This is an optimization exercise on Yosys and OpenROAD, whose aim is small area, a short achievable clock period and few clock cycles, not a production implementation.
RTL that was checked went through simulation tests only; none was proved equivalent to the original.

==> inputs of build 31 <==
## Rotational_Cordic
module Rotational_Cordic #(
	parameter INT_LENGTH        = 7,
	parameter FRAC_LENGTH       = 11,
	parameter NUM_OF_ITERATIONS = 11
) (
input  wire               CLK,
input  wire               RST,
input  wire               ENABLE,
input  wire signed [17:0] Xo,
input  wire signed [17:0] Yo,
input  wire signed [17:0] Zo,
output wire signed [17:0] XN,
output wire signed [17:0] YN,
output reg                Done
);
==> module Rotational_Cordic, before the edit <==
module Rotational_Cordic #(
	parameter INT_LENGTH        = 7,
	parameter FRAC_LENGTH       = 11,
	parameter NUM_OF_ITERATIONS = 11
) (
input  wire               CLK,
input  wire               RST,
input  wire               ENABLE,
input  wire signed [17:0] Xo,
input  wire signed [17:0] Yo,
input  wire signed [17:0] Zo,
output wire signed [17:0] XN,
output wire signed [17:0] YN,
output reg                Done
);
localparam signed [17:0] TWO_PI  = 18'h03243, M2PI  = 18'h3cdbc,
                         PI      = 18'h01921, MPI   = 18'h3e6df,
                         HPI     = 18'h00c90, MHPI  = 18'h3f36f,
                         T3PI2   = 18'h025b2, M3PI2 = 18'h3da4d;
reg signed [17:0] x, y;
reg signed [11:0] z;       
reg               negx, negy_n;   
reg               busy;
reg  [4:0]        ph;      
wire hi  = Zo >  T3PI2;                
wire lo  = Zo <  M3PI2;                
wire qp  = Zo >= HPI  && Zo <= T3PI2;  
wire qn  = Zo >= M3PI2 && Zo <= MHPI;  
wire s0  = hi ? (Zo < TWO_PI) : lo ? (Zo <= M2PI) : qp ? (Zo < PI) : qn ? (Zo < MPI) : Zo[17];
reg signed [17:0] k1;
always @* begin
  case ({hi, lo, qp, qn})
    4'b1000: k1 = -TWO_PI;
    4'b0100: k1 =  TWO_PI;
    4'b0010: k1 = -PI;
    4'b0001: k1 =  PI;
    default: k1 = 18'sd0;
  endcase
  k1 = s0 ? k1 + 18'sd1608 : k1 - 18'sd1608;
end
wire signed [17:0] z1  = Zo + k1;
wire signed [11:0] z1s = (z1[17:11] == 7'h00 || z1[17:11] == 7'h7f) ? z1[11:0]
                                                                   : {z1[17], {11{~z1[17]}}};
wire signed [17:0] x_s1 = x >>> 1, x_s3 = x >>> 3, x_s5 = x >>> 5, x_s7 = x >>> 7, x_s9 = x >>> 9;
wire signed [17:0] xa = ({18{ph[0]}} & x_s1) | ({18{ph[1]}} & x_s3) |
                        ({18{ph[2]}} & x_s5) | ({18{ph[3]}} & x_s7) |
                        ({18{ph[4]}} & x_s9);
wire signed [17:0] y_s1 = y >>> 1, y_s3 = y >>> 3, y_s5 = y >>> 5, y_s7 = y >>> 7, y_s9 = y >>> 9;
wire signed [17:0] ya = ({18{ph[0]}} & y_s1) | ({18{ph[1]}} & y_s3) |
                        ({18{ph[2]}} & y_s5) | ({18{ph[3]}} & y_s7) |
                        ({18{ph[4]}} & y_s9);
wire [11:0] aa = ({12{ph[0]}} & 12'h3b5) | ({12{ph[1]}} & 12'h0fe) | ({12{ph[2]}} & 12'h03f) |
                 ({12{ph[3]}} & 12'h00f) | ({12{ph[4]}} & 12'h003);
wire sa = z[11];
wire [18:0] xat = {x, 1'b1} + {ya ^ {18{~sa}}, ~sa};
wire [18:0] yat = {y, 1'b1} + {xa ^ {18{sa}},  sa};
wire [12:0] zat = {z, 1'b1} + {aa ^ {12{~sa}}, ~sa};
wire signed [17:0] x2 = xat[18:1], y2 = yat[18:1];
wire signed [11:0] z2 = zat[12:1];
wire signed [17:0] xi = busy ? x2 : Xo;
wire signed [17:0] yi = busy ? y2 : Yo;
wire signed [17:0] xi_s2 = xi >>> 2, xi_s4 = xi >>> 4, xi_s6 = xi >>> 6, xi_s8 = xi >>> 8, xi_s10 = xi >>> 10;
wire signed [17:0] xb = ({18{~busy}} & xi) |
                        ({18{ph[0]}} & xi_s2) | ({18{ph[1]}} & xi_s4) |
                        ({18{ph[2]}} & xi_s6) | ({18{ph[3]}} & xi_s8) |
                        ({18{ph[4]}} & xi_s10);
wire signed [17:0] yi_s2 = yi >>> 2, yi_s4 = yi >>> 4, yi_s6 = yi >>> 6, yi_s8 = yi >>> 8, yi_s10 = yi >>> 10;
wire signed [17:0] yb = ({18{~busy}} & yi) |
                        ({18{ph[0]}} & yi_s2) | ({18{ph[1]}} & yi_s4) |
                        ({18{ph[2]}} & yi_s6) | ({18{ph[3]}} & yi_s8) |
                        ({18{ph[4]}} & yi_s10);
wire [11:0] ab = ({12{ph[0]}} & 12'h1f5) | ({12{ph[1]}} & 12'h07f) | ({12{ph[2]}} & 12'h01f) |
                 ({12{ph[3]}} & 12'h007) | ({12{ph[4]}} & 12'h001);
wire sb = busy ? z2[11] : s0;
wire [18:0] xbt = {xi, 1'b1} + {yb ^ {18{~sb}}, ~sb};
wire [18:0] ybt = {yi, 1'b1} + {xb ^ {18{sb}},  sb};
wire [12:0] zbt = {z2, 1'b1} + {ab ^ {12{~sb}}, ~sb};
always @(posedge CLK or negedge RST)
  if (!RST) begin
    busy <= 1'b0; Done <= 1'b0; ph <= 5'd0;
  end else begin
    Done <= ph[4];
    if (ENABLE) begin
      busy <= 1'b1; ph <= 5'b00001;
    end else begin
      busy <= |ph[3:0];
      ph <= {ph[3:0], 1'b0};
    end
  end
always @(posedge CLK) begin
  x <= xbt[18:1];
  y <= ybt[18:1];
  if (ENABLE) begin
    z <= z1s;
    negx <= qp | qn;
    negy_n <= ~(qp | qn);
  end else begin
    z <= zbt[12:1];
  end
end
wire negy = ~negy_n;
wire [28:0] xq = {{11{x[17]^negx}}, x ^ {18{negx}}};
wire [28:0] yq = {{11{y[17]^negy}}, y ^ {18{negy}}};
wire [28:0] kx = negx ? 29'd3293 : 29'd3;
wire [28:0] ky = negy ? 29'd3293 : 29'd3;
wire [28:0] P  = (xq << 10) + (xq << 8) + ~(xq << 5) + ~(xq << 2) + ~xq + kx;
wire [28:0] Q  = (yq << 10) + (yq << 8) + ~(yq << 5) + ~(yq << 2) + ~yq + ky;
assign XN = P[28:11];
assign YN = Q[28:11];
endmodule
==> flow/config.mk <==
export PLATFORM = sky130hd
export DESIGN_NAME = Rotational_Cordic
export DESIGN_NICKNAME = Rotational_Cordic
export VERILOG_FILES = /design/flow/design.v
export SDC_FILE = /design/flow/constraint.sdc
export NUM_CORES = 4
export LEC_CHECK = 0
export CAP_MARGIN = 20
export CORE_MARGIN = 2
export CORE_UTILIZATION = 40
export PLACE_DENSITY = 0.6
export SLEW_MARGIN = 20
==> flow/constraint.sdc <==
create_clock -name core_clock -period 8.0 [get_ports {CLK}]
set_input_delay 1.6000 -clock core_clock [delete_from_list [all_inputs] [get_ports {CLK}]]
set_output_delay 1.6000 -clock core_clock [all_outputs]
set_load 0.01 [all_outputs]
run.sh (not shown) runs the stock make flow with config.mk's settings and CLKGATE_MAP_FILE= SYNTH_SCRIPT=/design/flow/synth_recipe.tcl, a recipe that flattens the netlist after the stock synthesis.
==> trial 2: changes against build 31 <==
==> flow/design.v (replaced) <==
module Rotational_Cordic #(
	parameter INT_LENGTH        = 7,
	parameter FRAC_LENGTH       = 11,
	parameter NUM_OF_ITERATIONS = 11
) (
input  wire               CLK,
input  wire               RST,
input  wire               ENABLE,
input  wire signed [17:0] Xo,
input  wire signed [17:0] Yo,
input  wire signed [17:0] Zo,
output wire signed [17:0] XN,
output wire signed [17:0] YN,
output reg                Done
);
localparam signed [17:0] TWO_PI  = 18'h03243, M2PI  = 18'h3cdbc,
                         PI      = 18'h01921, MPI   = 18'h3e6df,
                         HPI     = 18'h00c90, MHPI  = 18'h3f36f,
                         T3PI2   = 18'h025b2, M3PI2 = 18'h3da4d;
reg signed [17:0] x, y;
reg signed [11:0] z;       
reg               neg, busy;
reg  [2:0]        pass;
wire hi  = Zo >  T3PI2;                
wire lo  = Zo <  M3PI2;                
wire qp  = Zo >= HPI  && Zo <= T3PI2;  
wire qn  = Zo >= M3PI2 && Zo <= MHPI;  
wire s0  = hi ? (Zo < TWO_PI) : lo ? (Zo <= M2PI) : qp ? (Zo < PI) : qn ? (Zo < MPI) : Zo[17];
reg signed [17:0] k1;
always @* begin
  case ({hi, lo, qp, qn})
    4'b1000: k1 = -TWO_PI;
    4'b0100: k1 =  TWO_PI;
    4'b0010: k1 = -PI;
    4'b0001: k1 =  PI;
    default: k1 = 18'sd0;
  endcase
  k1 = s0 ? k1 + 18'sd1608 : k1 - 18'sd1608;
end
wire signed [17:0] z1  = Zo + k1;
wire signed [11:0] z1s = (z1[17:11] == 7'h00 || z1[17:11] == 7'h7f) ? z1[11:0]
                                                                   : {z1[17], {11{~z1[17]}}};
wire [18:0] x1t = {Xo, 1'b1} + {Yo ^ {18{~s0}}, ~s0};
wire [18:0] y1t = {Yo, 1'b1} + {Xo ^ {18{s0}},  s0};
reg signed [17:0] xa, ya, xb, yb;    
reg        [11:0] aa, ab;            
always @* begin
  case (pass)
    3'd0:    begin aa = 12'h3b5; ab = 12'h1f5; end
    3'd1:    begin aa = 12'h0fe; ab = 12'h07f; end
    3'd2:    begin aa = 12'h03f; ab = 12'h01f; end
    3'd3:    begin aa = 12'h00f; ab = 12'h007; end
    default: begin aa = 12'h003; ab = 12'h001; end
  endcase
end
always @* begin
  case (pass)
    3'd0:    begin xa = x >>> 1; ya = y >>> 1; end
    3'd1:    begin xa = x >>> 3; ya = y >>> 3; end
    3'd2:    begin xa = x >>> 5; ya = y >>> 5; end
    3'd3:    begin xa = x >>> 7; ya = y >>> 7; end
    default: begin xa = x >>> 9; ya = y >>> 9; end
  endcase
end
wire sa = z[11];
wire [18:0] xat = {x, 1'b1} + {ya ^ {18{~sa}}, ~sa};
wire [18:0] yat = {y, 1'b1} + {xa ^ {18{sa}},  sa};
wire [12:0] zat = {z, 1'b1} + {aa ^ {12{~sa}}, ~sa};
wire signed [17:0] x2 = xat[18:1], y2 = yat[18:1];
wire signed [11:0] z2 = zat[12:1];
always @* begin
  case (pass)
    3'd0:    begin xb = x2 >>> 2; yb = y2 >>> 2; end
    3'd1:    begin xb = x2 >>> 4; yb = y2 >>> 4; end
    3'd2:    begin xb = x2 >>> 6; yb = y2 >>> 6; end
    3'd3:    begin xb = x2 >>> 8; yb = y2 >>> 8; end
    default: begin xb = x2 >>> 10; yb = y2 >>> 10; end
  endcase
end
wire sb = z2[11];
wire [18:0] xbt = {x2, 1'b1} + {yb ^ {18{~sb}}, ~sb};
wire [18:0] ybt = {y2, 1'b1} + {xb ^ {18{sb}},  sb};
wire [12:0] zbt = {z2, 1'b1} + {ab ^ {12{~sb}}, ~sb};
always @(posedge CLK or negedge RST)
  if (!RST) begin
    busy <= 1'b0; Done <= 1'b0; pass <= 3'd0;
  end else begin
    Done <= busy && pass == 3'd4;
    if (ENABLE) begin
      busy <= 1'b1; pass <= 3'd0;
    end else begin
      if (pass == 3'd4) busy <= 1'b0;
      pass <= pass + 3'd1;
    end
  end
always @(posedge CLK)
  if (ENABLE) begin
    x <= x1t[18:1]; y <= y1t[18:1]; z <= z1s;
    neg <= qp | qn;
  end else begin
    x <= xbt[18:1]; y <= ybt[18:1]; z <= zbt[12:1];
  end
wire [28:0] xq = {{11{x[17]^neg}}, x ^ {18{neg}}};
wire [28:0] yq = {{11{y[17]^neg}}, y ^ {18{neg}}};
wire [28:0] kc = neg ? 29'd3293 : 29'd3;
wire [28:0] P  = (xq << 10) + (xq << 8) + ~(xq << 5) + ~(xq << 2) + ~xq + kc;
wire [28:0] Q  = (yq << 10) + (yq << 8) + ~(yq << 5) + ~(yq << 2) + ~yq + kc;
assign XN = P[28:11];
assign YN = Q[28:11];
endmodule
==> notes <==
- Between build 31 and trial 2, the lower synthesized cell count is in build 31 (gap 8.8%, measured against trial 2).
- Against build 31, the maximum frequency of trial 2 is higher by 3.2%.
- In trial 2 the sequential cell count is lower than in build 31, by 3.
- Between trial 2 and build 31, the lower hold slack is in trial 2 (gap 0.53 ns).
- In build 31 the critical path depth is higher than in trial 2, by 4.
- Of trial 2 and build 31, build 31 has the higher clock-buffer cell count (gap 6).
- Of build 31 and trial 2, build 31 has the higher clock skew (gap 0.0055 ns).
- In build 31 the final cell count is smaller than in trial 2, by about 8%.
==> figures <==
                                                                         build 31     trial 2
Run status                                               timing/DRC/antenna clean  timing/DRC/antenna clean
Via-per-instance ratio                                                      5.945       5.825
Weighted congestion at the end of routability-driven global placement      0.9707      0.9826
CP Capture Point                                                           YN[15]      XN[17]
Total placed cells including tap cells                                       2515        2739
Global-route wire length before repair                                   80.14 mm    81.45 mm
Final routed wire length divided by cell count                           20.26 um    18.42 um
Detailed Route WL                                                        51.35 mm    50.61 mm
Multi-input logic cell count                                                 1678        1879
RSZ-0062 raised after global routing                                          yes          no
Buffers inserted by post-CTS timing repair                                      2           0
Sequential element share of the synthesized area                           7.680%      6.538%
Clock-cell share of area                                                   1.761%     0.8455%
Post-Place Cell Area                                                   17250 um^2  18880 um^2
Number of sequential cells                                                     57          54
Area enclosed by the die boundary                                      40530 um^2  44340 um^2
FF/Latch Area                                                           1201 um^2   1117 um^2
Finished Layout Cells                                                        2535        2747
Testbench counts of trial 2, summed over its fixed seeds: cycles 9,600.
Only the layout flow was run in build 31; the RTL was not checked for function there.

port drivers added, routing unchanged:
How much do the figures lean on ideal ports? The routed layouts below were timed once more, with nothing changed but the port constraints. Step 1 assumes that a clkbuf_16 drives the clock port and a buf_2 every other input. Step 2 also shifts input and output timing later by t, the mid clock arrival at the registers, as if the neighbouring blocks saw the same clock. Slacks: no drivers / after step 1 / after step 2; pairs: no drivers / after step 1.
| run | t, ns | slack for setup (ns) | slew at the worst register clock pin (ns) |
|---|---|---|---|
| build 31 | 0.393 | 0.179 / 0.134 / 0.326 | 0.07 / 0.07 |
| trial 2 | 0.359 | 0.420 / 0.372 / 0.382 | 0.08 / 0.08 |
After both steps every run listed still meets setup and hold. The setup slack of trial 2, which loses most, moves by -0.048 ns with the drivers and by -0.038 ns with both steps.
